This design comes from an exercise in tuning for small area, a short achievable clock period and few clock cycles per item on the open sky130 flow, not from production work.
RTL that was checked went through simulation tests only; none was proved equivalent to the original.
Power is estimated from default activity; no workload was simulated.

== run 1 ==
==> module unpipelined_divider, before the edit <==
module unpipelined_divider #
(
    parameter N = 32
)
(
    input wire [N-1:0] dividend,
    input wire [N-1:0] divisor,
    input wire start,
    input wire rst,
    input wire clk,
    output wire [N-1:0] quotient,
    output wire [N-1:0] remainder,
    output reg done
);
    reg [N-1:0] rem_reg;    
    reg [N-1:0] dq_reg;     
    reg [4:0]   cnt;        
    reg         busy;
    wire d_nz = |divisor;
    wire sk3 = (|divisor[31:24]) | (d_nz & ~(|dividend[31:8]));
    wire sk2 = (|divisor[31:16]) | (d_nz & ~(|dividend[31:16]));
    wire sk1 = (|divisor[31:8])  | (d_nz & ~(|dividend[31:24]));
    wire [1:0] sh = sk3 ? 2'd3 : sk2 ? 2'd2 : sk1 ? 2'd1 : 2'd0;
    wire [2*N-1:0] load = {{N{1'b0}}, dividend} << {sh, 3'b000};
    wire [N:0] t = {rem_reg, dq_reg[N-1]};
    wire [N-1:0] r_step;
    wire ge;
    div_step #(.N(N)) step (.t(t), .divisor(divisor), .r(r_step), .ge(ge));
    always @(posedge clk) begin
        if (start) begin
            rem_reg <= load[2*N-1:N];
            dq_reg  <= load[N-1:0];
        end else begin
            rem_reg <= r_step;
            dq_reg  <= {dq_reg[N-2:0], ge};
        end
    end
    always @(posedge clk or posedge rst) begin
        if (rst) begin
            busy <= 1'b0;
            done <= 1'b0;
            cnt  <= 5'd0;
        end else begin
            done <= busy && (cnt == 5'd31);
            if (start) begin
                busy <= 1'b1;
                cnt  <= {sh, 3'b000};
            end else if (busy) begin
                cnt <= cnt + 5'd1;
                if (cnt == 5'd31) busy <= 1'b0;
            end
        end
    end
    assign quotient  = dq_reg;
    assign remainder = rem_reg;
endmodule
Settings: LEC_CHECK=0, CAP_MARGIN=20, CORE_MARGIN=2, CORE_UTILIZATION=40, CTS_BUF_LIST=sky130_fd_sc_hd__clkbuf_4 sky130_fd_sc_hd__clkbuf_8, SETUP_SLACK_MARGIN=1.0, SLEW_MARGIN=20; clock period 4.0 ns.
standard.sh (not shown) runs the stock make flow with config.mk's settings and CLKGATE_MAP_FILE= SYNTH_SCRIPT=/design/flow/synth_recipe.tcl, a recipe that flattens the netlist after the stock synthesis.
==> flow/flow/run.sh <==
#!/bin/bash
# The standard layout, with the port buffers set to the library's smallest
# plain buffer (buffer_ports otherwise picks a delay cell) and the settings
# below passed to the ORFS make.
set -euo pipefail
export BUFFER_PORTS_ARGS="-buffer_cell sky130_fd_sc_hd__buf_1"

bash standard.sh > standard.log 2>&1
Testbench counts of run 1, summed over its fixed seeds: cycles 10,456, items 512.
Setup changes, run 1 to run 2
==> flow/design.v, changed modules only <==
module unpipelined_divider #
(
    parameter N = 32
)
(
    input wire [N-1:0] dividend,
    input wire [N-1:0] divisor,
    input wire start,
    input wire rst,
    input wire clk,
    output wire [N-1:0] quotient,
    output wire [N-1:0] remainder,
    output reg done
);
    reg [N-1:0] rem_reg;    
    reg [N-1:0] quot_reg;   
    reg [4:0]   cnt;        
    reg         busy;
    wire d_nz = |divisor;
    wire sk3 = (|divisor[31:24]) | (d_nz & ~(|dividend[31:8]));
    wire sk2 = (|divisor[31:16]) | (d_nz & ~(|dividend[31:16]));
    wire sk1 = (|divisor[31:8])  | (d_nz & ~(|dividend[31:24]));
    wire [1:0] sh = sk3 ? 2'd3 : sk2 ? 2'd2 : sk1 ? 2'd1 : 2'd0;
    wire [N-1:0] rem_load = sh == 2'd3 ? {8'd0, dividend[N-1:8]} :
                            sh == 2'd2 ? {16'd0, dividend[N-1:16]} :
                            sh == 2'd1 ? {24'd0, dividend[N-1:24]} : {N{1'b0}};
    reg x_reg;
    wire [N-1:0] x_by_cnt;
    genvar k;
    generate
        for (k = 0; k < N - 1; k = k + 1) begin : xb
            assign x_by_cnt[k] = dividend[N-2-k];
        end
    endgenerate
    assign x_by_cnt[N-1] = 1'b0;
    wire x_first = dividend[{~sh, 3'b111}];
    wire [N:0] t = {rem_reg, x_reg};
    wire [N-1:0] r_step;
    wire ge;
    div_step #(.N(N)) step (.t(t), .divisor(divisor), .r(r_step), .ge(ge));
    always @(posedge clk) begin
        if (start) begin
            rem_reg  <= rem_load;
            quot_reg <= {N{1'b0}};
            x_reg    <= x_first;
        end else begin
            rem_reg  <= r_step;
            quot_reg <= {quot_reg[N-2:0], ge};
            x_reg    <= x_by_cnt[cnt];
        end
    end
    always @(posedge clk or posedge rst) begin
        if (rst) begin
            busy <= 1'b0;
            done <= 1'b0;
            cnt  <= 5'd0;
        end else begin
            done <= busy && (cnt == 5'd31);
            if (start) begin
                busy <= 1'b1;
                cnt  <= {sh, 3'b000};
            end else if (busy) begin
                cnt <= cnt + 5'd1;
                if (cnt == 5'd31) busy <= 1'b0;
            end
        end
    end
    assign quotient  = quot_reg;
    assign remainder = rem_reg;
endmodule
Findings:
The higher global routing usage on met1 of run 1 and run 2 is in run 2.
Looking at largest family of logic cells by synthesized area, the simple AND/OR/NAND/NOR gates result is from run 2; the compound AO/OA/AOI/OAI gates one comes from run 1.
| number of buffers added for setup after CTS | run 2 vs run 1 | 12 higher |
Run 2 vs run 1, combinational group share of total power went up by 28 points.
Per the comparison of run 2 with run 1, routed wire length on met3 shows a reduction of about 2.3%; placement-stage cell area shows a reduction of 2.4%; pin count of the biggest net entering global routing shows a reduction of 11.
For the post-synthesis sequential element count, run 2 came in 1 higher than run 1 did.
Final instance count without filler cells in run 2 is 1.3% below run 1.
Run 2 drops fewer vias than run 1.
Delta (run 2 minus run 1): post-placement cell count moved down, clock network area share increased by 0.29 points relative to the old numbers, final worst hold slack has increased, fraction of the yosys area taken by sequential cells went up by 1.4 points.
The RTL of run 2 was laid out without a check of its function.


== the baseline ==
unpipelined_divider, a different RTL version from the one above (not shown whole).
For scale: about 600 cells after synthesis, ~130 I/O pins.
==> module unpipelined_divider, before the edit <==
module unpipelined_divider #
(
    parameter N = 32
)
(
    input wire [N-1:0] dividend,
    input wire [N-1:0] divisor,
    input wire start,
    input wire rst,
    input wire clk,
    output wire [N-1:0] quotient,
    output wire [N-1:0] remainder,
    output reg done
);
    reg [N-1:0] rem_reg;    
    reg [N-1:0] quot_reg;   
    reg         x_reg;      
    reg [4:0]   cnt;        
    reg         busy;
    wire [3:0] d_any, x_any;
    genvar k;
    generate
        for (k = 0; k < 4; k = k + 1) begin : byte_or
            or8 od (.a(divisor[8*k +: 8]), .y(d_any[k]));
            or8 ox (.a(dividend[8*k +: 8]), .y(x_any[k]));
        end
    endgenerate
    wire sk3, sk2, sk1;
    skip_dec sd (.d_any(d_any), .x_any(x_any), .sk3(sk3), .sk2(sk2), .sk1(sk1));
    wire [1:0] sh = {sk2, sk3 | (sk1 & ~sk2)};
    wire [N-1:0] rem_load = sh == 2'd3 ? {8'd0, dividend[N-1:8]} :
                            sh == 2'd2 ? {16'd0, dividend[N-1:16]} :
                            sh == 2'd1 ? {24'd0, dividend[N-1:24]} : {N{1'b0}};
    wire [N-1:0] x_by_cnt;
    generate
        for (k = 0; k < N - 1; k = k + 1) begin : xb
            assign x_by_cnt[k] = dividend[N-2-k];
        end
    endgenerate
    assign x_by_cnt[N-1] = 1'b0;
    wire x_first = dividend[{~sh, 3'b111}];
    wire [N:0] t = {rem_reg, x_reg};
    wire [N-1:0] diff;
    wire ge;
    div_step step (.a(t[N-1:0]), .b(divisor), .top(t[N]), .diff(diff), .ge(ge));
    wire take;
    and2b tk (.a(ge), .b_n(start), .y(take));
    wire [N-1:0] rem_hold = start ? rem_load : t[N-1:0];
    wire [N-1:0] rem_next;
    generate
        for (k = 0; k < N; k = k + 1) begin : rnext
            mux2 mg (.s(take), .a(rem_hold[k]), .b(diff[k]), .y(rem_next[k]));
        end
    endgenerate
    always @(posedge clk) begin
        rem_reg <= rem_next;
        quot_reg <= start ? {N{1'b0}} : {quot_reg[N-2:0], ge};
        x_reg    <= start ? x_first : x_by_cnt[cnt];
    end
    always @(posedge clk or posedge rst) begin
        if (rst) begin
            busy <= 1'b0;
            done <= 1'b0;
            cnt  <= 5'd0;
        end else begin
            done <= busy && (cnt == 5'd31);
            if (start) begin
                busy <= 1'b1;
                cnt  <= {sh, 3'b000};
            end else if (busy) begin
                cnt <= cnt + 5'd1;
                if (cnt == 5'd31) busy <= 1'b0;
            end
        end
    end
    assign quotient  = quot_reg;
    assign remainder = rem_reg;
endmodule
export LEC_CHECK = 0
export CAP_MARGIN = 20
export CORE_MARGIN = 2
export CORE_UTILIZATION = 55
export CTS_BUF_LIST = sky130_fd_sc_hd__clkbuf_4 sky130_fd_sc_hd__clkbuf_8
export SETUP_SLACK_MARGIN = 1.0
export SLEW_MARGIN = 20
export SYNTH_HIERARCHICAL = 1
export SYNTH_MINIMUM_KEEP_SIZE = 0
create_clock -name core_clock -period 4.0 [get_ports {clk}]
==> flow/flow/run.sh <==
#!/bin/bash
# The standard layout (standard.sh) with two changes:
#  - the final ABC mapping of the standard synthesis uses flow/abc_map.script
#    (ORFS's speed script without its blanket upsizing);
#  - the port buffers are the library's smallest plain buffer (buffer_ports
#    otherwise picks a delay cell).
set -euo pipefail
here=$(pwd)
export FLOW_SYNTH_TCL=$here/synth_recipe.tcl
export MY_ABC_SCRIPT=$here/flow/abc_map.script
export BUFFER_PORTS_ARGS="-buffer_cell sky130_fd_sc_hd__buf_1"
sed "s#SYNTH_SCRIPT=[^ ]*#SYNTH_SCRIPT=$here/flow/my_synth.tcl#" standard.sh > my_standard.sh
grep -q "SYNTH_SCRIPT=$here/flow/my_synth.tcl" my_standard.sh
bash my_standard.sh > standard.log 2>&1
==> flow/flow/abc_map.script <==
&get -n
&st
&dch
&nf
&st
&syn2
&if -g -K 6
&synch2
&nf
&st
&syn2
&if -g -K 6
&synch2
&nf
&st
&syn2
&if -g -K 6
&synch2
&nf
&st
&syn2
&if -g -K 6
&synch2
&nf
&st
&syn2
&if -g -K 6
&synch2
&nf
&put
buffer -c
topo
stime -c

dnsize -c
==> flow/flow/my_synth.tcl <==
# The standard flow's synthesis (synth_recipe.tcl, unchanged), except that the final ABC
# technology mapping runs flow/abc_map.script instead of ORFS's speed script
proc abc {args} {
  set i [lsearch -exact $args -script]
  if {$i >= 0} {
    lset args [expr {$i + 1}] $::env(MY_ABC_SCRIPT)
  }
  yosys abc {*}$args
}
source $::env(FLOW_SYNTH_TCL)
Testbench counts of the baseline, summed over its fixed seeds: cycles 10,456, items 512.
## Diff of input files: the candidate against the baseline
-- flow/design.v --
<<< the baseline, line 14
);
    reg [N-1:0] rem_reg;    
    reg [N-1:0] quot_reg;   
    reg         x_reg;      
    reg [4:0]   cnt;        
    reg         busy;
>>> the candidate, line 14
);
    reg [N-1:0] rem_reg;    
    reg [N-1:0] dq_reg;     
    reg [4:0]   cnt;        
    reg         busy;
<<< the baseline, line 29
    skip_dec sd (.d_any(d_any), .x_any(x_any), .sk3(sk3), .sk2(sk2), .sk1(sk1));
    wire [1:0] sh = {sk2, sk3 | (sk1 & ~sk2)};
    wire [N-1:0] rem_load = sh == 2'd3 ? {8'd0, dividend[N-1:8]} :
                            sh == 2'd2 ? {16'd0, dividend[N-1:16]} :
                            sh == 2'd1 ? {24'd0, dividend[N-1:24]} : {N{1'b0}};
    wire [N-1:0] x_by_cnt;
    generate
        for (k = 0; k < N - 1; k = k + 1) begin : xb
            assign x_by_cnt[k] = dividend[N-2-k];
        end
    endgenerate
    assign x_by_cnt[N-1] = 1'b0;
    wire x_first = dividend[{~sh, 3'b111}];
    wire [N:0] t = {rem_reg, x_reg};
    wire [N-1:0] diff;
    wire ge;
>>> the candidate, line 28
    skip_dec sd (.d_any(d_any), .x_any(x_any), .sk3(sk3), .sk2(sk2), .sk1(sk1));
    wire [1:0] sh = {sk2, sk3 | (sk1 & ~sk2)};
    wire [2*N-1:0] load = {{N{1'b0}}, dividend} << {sh, 3'b000};
    wire [N:0] t = {rem_reg, dq_reg[N-1]};
    wire [N-1:0] diff;
    wire ge;
<<< the baseline, line 46
    wire take;
    and2b tk (.a(ge), .b_n(start), .y(take));
    wire [N-1:0] rem_hold = start ? rem_load : t[N-1:0];
    wire [N-1:0] rem_next;
    generate
>>> the candidate, line 35
    wire take;
    and2b tk (.a(ge), .b_n(start), .y(take));
    wire [N-1:0] rem_hold = start ? load[2*N-1:N] : t[N-1:0];
    wire [N-1:0] rem_next;
    generate
<<< the baseline, line 55
    always @(posedge clk) begin
        rem_reg <= rem_next;
        quot_reg <= start ? {N{1'b0}} : {quot_reg[N-2:0], ge};
        x_reg    <= start ? x_first : x_by_cnt[cnt];
    end
    always @(posedge clk or posedge rst) begin
>>> the candidate, line 44
    always @(posedge clk) begin
        rem_reg <= rem_next;
        dq_reg  <= start ? load[N-1:0] : {dq_reg[N-2:0], ge};
    end
    always @(posedge clk or posedge rst) begin
<<< the baseline, line 74
        end
    end
    assign quotient  = quot_reg;
    assign remainder = rem_reg;
endmodule
>>> the candidate, line 62
        end
    end
    assign quotient  = dq_reg;
    assign remainder = rem_reg;
endmodule
Notes after the runs:
Largest vdd supply drop, the candidate and the baseline: smaller value in the candidate. Relative to the baseline, the wire length of the first global-routing pass measured on the candidate has increased by more than 10%. In the tables for the candidate and the baseline, weighted congestion at the end of routability-driven global placement reads higher with the baseline. Compared with the baseline, the candidate shows a higher synthesized cell count. When the candidate is set beside the baseline, its routed length per placed instance turns out to be about 17% larger. The candidate did not stop at any stage, and its layout met the timing, design-rule and antenna checks. The clock power reported for the candidate is greater than that of the baseline by 9.2%. Measured against the baseline, the routed wire length of the candidate comes out at 1.19 times the reference value. Clock power share on the candidate is up relative to the baseline. [compare] base=the baseline new=the candidate: sequential cell count decreased by 1 relative to the old numbers, per-cell via count in the routed design increased by 0.59 relative to the old numbers. Looking at share of power burned in combinational logic, the candidate sits 3.8 points below the baseline. Worst setup slack in the candidate is 0.093 ns below the baseline. Placement-stage worst setup slack, the candidate and the baseline: lower on the baseline. On area growth from synthesis to final layout, the candidate and the baseline are neck and neck.
No functional check of the RTL was part of the candidate.

==> afterwards: timing with drivers on the ports <==
How much do the figures lean on ideal ports? The routed layouts below were timed once more, with nothing changed but the port constraints. Step 1, drivers: a clkbuf_16 drives clk and a buf_2 each remaining input, both assumed. Step 2 also shifts input and output timing later by t, the mid clock arrival at the registers, as if the neighbouring blocks saw the same clock. Slacks: ideal ports / drivers / drivers and shift; pairs: ideal ports / drivers.
| run | t, ns | setup slack, ns | cell pins on the clock port's net |
|---|---|---|---|
| run 1 | 0.386 | 1.048 / 1.057 / 0.671 | 1 |
| run 2 | 0.382 | 0.928 / 0.925 / 0.543 | 1 |
| the baseline | 0.383 | 1.261 / 1.271 / 0.888 | 1 |
| the candidate | 0.387 | 1.168 / 1.181 / 0.795 | 1 |
After both steps every run listed still meets setup and hold. For run 2, which loses most, drivers alone change the setup slack by -0.003 ns; drivers and shift together by -0.385 ns.
